This is an optimization exercise on Yosys and OpenROAD, whose aim is small area, not a production implementation. In this exercise RTL edits were held to simulation tests only and were not proved equivalent to the original.

## flow/design.v

```verilog
module ao222n
  (
   input  a0, b0, a1, b1, a2, b2,
   output y
   );
  assign y = ~((a0 & b0) | (a1 & b1) | (a2 & b2));
endmodule
module fadd
  (
   input  a, b, c,
   output s, co
   );
  assign s = a ^ b ^ c;
  assign co = (a & b) | (a & c) | (b & c);
endmodule
module mini_audio
  (
   input         clk,
   input         reset,
   input [31:0]  data,
   input         valid_toggle,
   input [31:0]  ext_factor_mul,
   input [31:0]  ext_factor_div,
   output        full,
   output        ext_audio_r,
   output        ext_audio_l
   );
  genvar i, j;
  reg toggle;
  reg toggle_prev;
  always @(posedge clk)
    begin
      if (reset)
        begin
          toggle <= 1'b0;
          toggle_prev <= 1'b0;
        end
      else
        begin
          toggle <= valid_toggle;
          toggle_prev <= toggle;
        end
    end
  reg [14:0] eh;
  reg [15:0] el;
  reg        cp;
  reg        en;
  wire       neg = eh[14] ^ (cp & (&eh[13:0]));
  wire       pos = ~neg;
  wire [30:0] fa = {eh, el};
  wire [30:0] fb = {1'b0, ext_factor_mul[29:0]};
  wire [30:0] fc = {pos, ~ext_factor_div[29:0] & {30{pos}}};
  wire [30:0] fs, fk;
  wire [31:0] fcy;
  wire [30:0] e_next;
  assign fcy[0] = 1'b0;
  assign fs[30] = fa[30] ^ fc[30];
  assign fk[30] = 1'b0;
  generate
    for (i = 0; i < 30; i = i + 1)
      begin : fcsa
        fadd u (.a(fa[i]), .b(fb[i]), .c(fc[i]), .s(fs[i]), .co(fk[i]));
      end
  endgenerate
  wire [30:0] fy = {fk[29:0], pos};
  generate
    for (i = 0; i < 31; i = i + 1)
      begin : frc
        wire ci = (i == 16) ? cp : fcy[i];
        if (i == 0)
          begin : lsb
            assign e_next[0] = fs[0] ^ fy[0];
            assign fcy[1] = fs[0] & fy[0];
          end
        else
          begin : fa
            fadd u (.a(fs[i]), .b(fy[i]), .c(ci), .s(e_next[i]), .co(fcy[i+1]));
          end
      end
  endgenerate
  always @(posedge clk)
    begin
      if (reset)
        begin
          eh <= {15{1'b1}};
          el <= {16{1'b1}};
          cp <= 1'b0;
          en <= 1'b0;
        end
      else
        begin
          eh <= e_next[30:16];
          el <= e_next[15:0];
          cp <= fcy[16];
          en <= pos;
        end
    end
  reg [31:0] buffer [1:15];
  reg [3:0]  h;    
  reg [3:0]  w;    
  function [3:0] nxt;
    input [3:0] x;
    nxt = {x[2:0], (x[3] ^ x[2]) | (x == 4'd0)};
  endfunction
  wire [3:0] r = nxt(h);
  wire       empty = (w == r);
  assign full = (nxt(w) == r);
  wire       we = (toggle ^ toggle_prev) & ~full;
  wire       pop = en & ~empty;
  wire [3:0] w_next = we ? nxt(w) : w;
  wire [3:0] h_next = pop ? r : h;
  wire       wr_ok = (w_next != h_next);
  always @(posedge clk)
    begin
      if (reset)
        begin
          h <= 4'd0;
          w <= 4'd1;
        end
      else
        begin
          h <= h_next;
          w <= w_next;
        end
    end
  integer k;
  always @(posedge clk)
    for (k = 1; k < 16; k = k + 1)
      if (wr_ok && w_next == k)
        buffer[k] <= data;
  wire [14:0] sel;
  wire [31:0] sample;
  generate
    for (j = 0; j < 15; j = j + 1)
      begin : dec
        assign sel[j] = (h == j + 1);
      end
    for (i = 0; i < 32; i = i + 1)
      begin : rd
        wire [4:0] g;
        for (j = 0; j < 5; j = j + 1)
          begin : grp
            ao222n u (.a0(sel[3*j]), .b0(buffer[3*j+1][i]),
                      .a1(sel[3*j+1]), .b1(buffer[3*j+2][i]),
                      .a2(sel[3*j+2]), .b2(buffer[3*j+3][i]),
                      .y(g[j]));
          end
        assign sample[i] = ~&g;
      end
  endgenerate
  reg [16:0]  sample_sum_r;
  reg [16:0]  sample_sum_l;
  assign ext_audio_r = sample_sum_r[16];
  assign ext_audio_l = sample_sum_l[16];
  wire [16:0] cr, cl;
  wire [15:0] sr, sl;
  assign cr[0] = 1'b0;
  assign cl[0] = 1'b0;
  assign sr[0] = sample_sum_r[0] ^ sample[16];
  assign cr[1] = sample_sum_r[0] & sample[16];
  assign sl[0] = sample_sum_l[0] ^ sample[0];
  assign cl[1] = sample_sum_l[0] & sample[0];
  generate
    for (i = 1; i < 16; i = i + 1)
      begin : dsc
        fadd ur (.a(sample_sum_r[i]), .b(sample[16+i]), .c(cr[i]), .s(sr[i]), .co(cr[i+1]));
        fadd ul (.a(sample_sum_l[i]), .b(sample[i]), .c(cl[i]), .s(sl[i]), .co(cl[i+1]));
      end
  endgenerate
  always @(posedge clk)
    begin
      if (reset)
        begin
          sample_sum_r <= 17'd0;
          sample_sum_l <= 17'd0;
        end
      else
        begin
          sample_sum_r <= {cr[16], sr};
          sample_sum_l <= {cl[16], sl};
        end
    end
endmodule
```

## flow/flow/run.sh

```bash
#!/bin/bash
# Standard ORFS layout, with smaller port buffers and a clock tree without
# dummy loads. Each make step's output goes to flow.log here.
set -euo pipefail
export BUFFER_PORTS_ARGS="-buffer_cell sky130_fd_sc_hd__buf_1"
export CTS_ARGS="-sink_clustering_enable -repair_clock_nets -dont_use_dummy_load -buf_list sky130_fd_sc_hd__clkbuf_8 -sink_clustering_size 18 -sink_clustering_max_diameter 90"
bash standard.sh > flow.log 2>&1
```

## flow/standard.sh

```bash
#!/bin/bash
# synth_recipe.tcl (not shown) runs the flow's synth.tcl, then flattens the netlist and writes it again
# the make line also repeats each setting of config.mk as NAME=value (left out here)
make -C /OpenROAD-flow-scripts/flow DESIGN_CONFIG=/design/flow/config.mk WORK_HOME=/design/flow/orfs CLKGATE_MAP_FILE= SYNTH_SCRIPT=/design/flow/synth_recipe.tcl "${@:-finish}"
```

## flow/config.mk

```make
export PLATFORM = sky130hd
export DESIGN_NAME = mini_audio
export DESIGN_NICKNAME = mini_audio
export VERILOG_FILES = /design/flow/design.v
export SDC_FILE = /design/flow/constraint.sdc
export NUM_CORES = 4
export LEC_CHECK = 0
export CAP_MARGIN = 20
export CORE_MARGIN = 2
export CORE_UTILIZATION = 40
export SLEW_MARGIN = 20
export SYNTH_HIERARCHICAL = 1
export SYNTH_MINIMUM_KEEP_SIZE = 0
```

## flow/constraint.sdc

```tcl
create_clock -name core_clock -period 10.0 [get_ports {clk}]
set_input_delay 2.0000 -clock core_clock [delete_from_list [all_inputs] [get_ports {clk}]]
set_output_delay 2.0000 -clock core_clock [all_outputs]
set_load 0.01 [all_outputs]
```

==> notes.md <==
==> per-layer routing <==
metal	GRT usage [%]	up-vias	share of wire (%)
li1	-	4869	-
met1	25.7	5813	42
met2	29.3	496	48
met3	2.44	73	8.6
met4	5.00	6	2.2
met5	0	-	0.076
==> modules after synthesis, one instance, submodules excluded <==
module | cells | flip-flops and latches | cell area, um2 | times used
ao222n | 1 | 0 | 10.0 | 160
fadd | 1 | 0 | 20.0 | 90
mini_audio | 861 | 557 | 17800 | 1
==> synth_stat cells (2+ instances only) <==
cell type | count | area [um2]
clkbuf_1 | 15 | 56.3
or3_1 | 2 | 12.5
edfxtp_1 | 480 | 14400
a2bb2oi_1 | 2 | 17.5
nor3b_1 | 3 | 22.5
a222oi_1 | 160 | 1600
mux2i_1 | 5 | 50.1
inv_1 | 9 | 33.8
buf_6 | 3 | 33.8
dfxtp_1 | 77 | 1540
fa_1 | 90 | 1800
xnor2_1 | 10 | 87.6
and2_1 | 8 | 50.1
xor2_1 | 2 | 17.5
nor3_1 | 18 | 90.1
nor2b_1 | 41 | 257
mux2i_2 | 2 | 27.5
nand2_1 | 5 | 18.8
nor2_1 | 42 | 158
a21oi_1 | 3 | 15.0
or2_2 | 32 | 200
nand4_1 | 3 | 18.8
ha_1 | 8 | 100
and3_1 | 38 | 238
nand3_1 | 35 | 175
nand2b_1 | 5 | 31.3
==> worst paths after layout <==
path	slack (ns)	cells after the start	to	from
min reg2reg	0.50	1	toggle_prev	toggle
min	0.50	1	toggle_prev	toggle
max reg2reg	1.08	22	sample_sum_r[15]	h[0]
max	1.08	22	sample_sum_r[15]	h[0]
==> metrics by stage <==
stage               setup WS [ns]  hold WS [ns]
global placement            0.883         0.514
finish                       1.08         0.502
global route                0.815         0.526
CTS                          1.11         0.514
floorplan                    1.17         0.458
detailed placement          0.800         0.512
==> sequential cells by signal (all words and copies together) (netlist names) <==
signal,cells
buffer,480
cp,1
eh,15
el,16
en,1
h,4
sample_sum_l,17
sample_sum_r,17
toggle,1
toggle_prev,1
w,4
==> report_power, final <==
part / internal (mW) / switching (mW)
combinational: 0.331 / 0.412
sequential: 2.70 / 0.0713
clock: 0.335 / 0.668
total: 3.37 / 1.15
==> layout by cell type, fill, tap and decap left out, types with 15 or more instances in the layout <==
cell type and count:
edfxtp_1 480, a222oi_1 160, buf_1 96, fa_1 90
dfxtp_1 77, nor2_1 41, nor2b_1 41, clkbuf_8 37
nand3_1 35, buf_4 35, and3_1 34, or2_2 32
nor3_2 15
==> logic make-up (layout without fill, tap and decap cells) <==
kind of cell	after synthesis	after routing	synth area share (%)
buf+inv	29	178	0.643
flops	557	557	75.3
fa+ha+maj	98	98	8.97
xor+xnor	12	12	0.496
simple gates	235	235	6.12
compound gates	172	172	8.02
mux	8	8	0.472
==> layout make-up <==
class                           count  area, um2
Tap cell                          688        861
Inverter                            9       33.8
Fill cell                        4480      29200
Timing Repair Buffer              132        628
Sequential cell                   557      16000
Clock buffer                       37        509
Multi-Input combinational cell    525       5210
==> worst max-delay path, stage by stage, from the launching register on <==
cell,delay [ns]
dfxtp_1,0.79
nor2b_1,0.16
and2_1,0.48
a222oi_1,0.47
and3_1,0.23
nand3_1,0.09
ha_1,0.22
fa_1,0.38
fa_1,0.41
fa_1,0.39
fa_1,0.39
fa_1,0.39
fa_1,0.43
fa_1,0.44
fa_1,0.48
fa_1,0.47
fa_1,0.41
fa_1,0.41
fa_1,0.40
fa_1,0.42
fa_1,0.42
fa_1,0.43
nor2b_1,0.13
==> results.json <==
{
  "status": "no timing/DRC/antenna violations",
  "port_buffers": 97,
  "async_flop_share_pct": 0,
  "num_vias": 11257,
  "core_um2": 52400,
  "synth_edf_count": 480,
  "ys_warn_count": 9,
  "cts_tree": "yes",
  "n_antenna_cell": 0,
  "antenna_found_initial": 3,
  "leakage_nw": 7.46,
  "syn_inst": 1111,
  "cts_resized": 0,
  "syn_area_per_cell_um2": 19.1,
  "peakVddDrop_mv": 0.118,
  "clk_latency_ns": 0.65,
  "area_growth_pct": 9.45,
  "cts.htree.levels": 2,
  "drt_iter0_markers": 1542,
  "p_per_area_nw_per_um2": 195,
  "initial_core_util_pct": 40.4,
  "power.total_mw": 4.52,
  "wirelength_mm": 48.8,
  "dp_hpwl_mm": 26.4,
  "finalMaxSlewViolations": 0,
  "drive_gt1_share_pct": 11.0,
  "period_share_pct": 89.2,
  "cts-root-buf": "clkbuf_8",
  "ys_seq_area_share_pct": 75.3,
  "dieArea_um2": 54800,
  "track_usage_pct": 18.1,
  "fmax_mhz": 112,
  "clk_path_buf_depth": 3,
  "drtPass1Iterations": 7,
  "finalSetupTns_ns": 0,
  "arrival_ns": 9.43,
  "ios": 102,
  "grt_pass1_vias": 11355,
  "vias_per_cell": 5.78,
  "path_max_fanout": 18,
  "placed_area_um2": 22700,
  "cts.sinks": 557,
  "gp_congestion": 0.727,
  "dp.cells": 1911,
  "fin_cells": 1948,
  "grt-ovfl-total": 0,
  "syn_area_um2": 21200,
  "holdCritPathClass": "register to register",
  "ys_seq_elements": 557,
  "synth-main-ff-cell": "edfxtp_1",
  "final_hold_viol_count": 0,
  "nets": 1459,
  "grt_max_degree": 78,
  "cts_buffers": 37,
  "final_area_um2": 23200,
  "rsz0062_at_grt": "false",
  "min_period_ns": 8.92,
  "utilization_pct": 44.2,
  "max-cap-violations": 0,
  "cp-start-kind": "register",
  "synth_fp_nets": 1308,
  "die_h_um": 234,
  "tightest_slew_ns": 0.915,
  "worstPathRequired_ns": 10.51,
  "cp-end-kind": "register",
  "clkTransAtPathRegs_ns": 0.11,
  "die_w_um": 234,
  "post_cts_buffers": 0,
  "synth_cell_types": 39,
  "setup_viol": 0,
  "ctsHoldBuffers": 0,
  "core.rowCount": 84,
  "slew-limit-headroom_pct": 39.0,
  "drc": 0,
  "ant_nets": 0,
  "grt_pass1_wl_mm": 72.5,
  "skew_ns": 0.0785,
  "critPathKind": "register to register",
  "wire_per_inst_um": 25.1
}

[what the ideal ports hide]
No port has a modelled driver above. Below, the same layout with a new extraction and two added sets of constraints.
Step 1, drivers: a clkbuf_16 drives clk and a buf_2 each remaining input, both assumed.
Step 2 times the ports against the registers' clock, not the clock port: input delays grow and output delays shrink by t, the midpoint of the rising clock arrivals with the driver on.
Three values: ideal ports, drivers, drivers and shift; two values: the first two.
shift t [ns]: 0.660
slack for setup (ns): 1.082 / 1.082 / 0.847
worst setup path after step 2: input to register
After both steps this run still meets setup and hold. For this run, drivers alone change the setup slack by 0.000 ns; drivers and shift together by -0.235 ns.
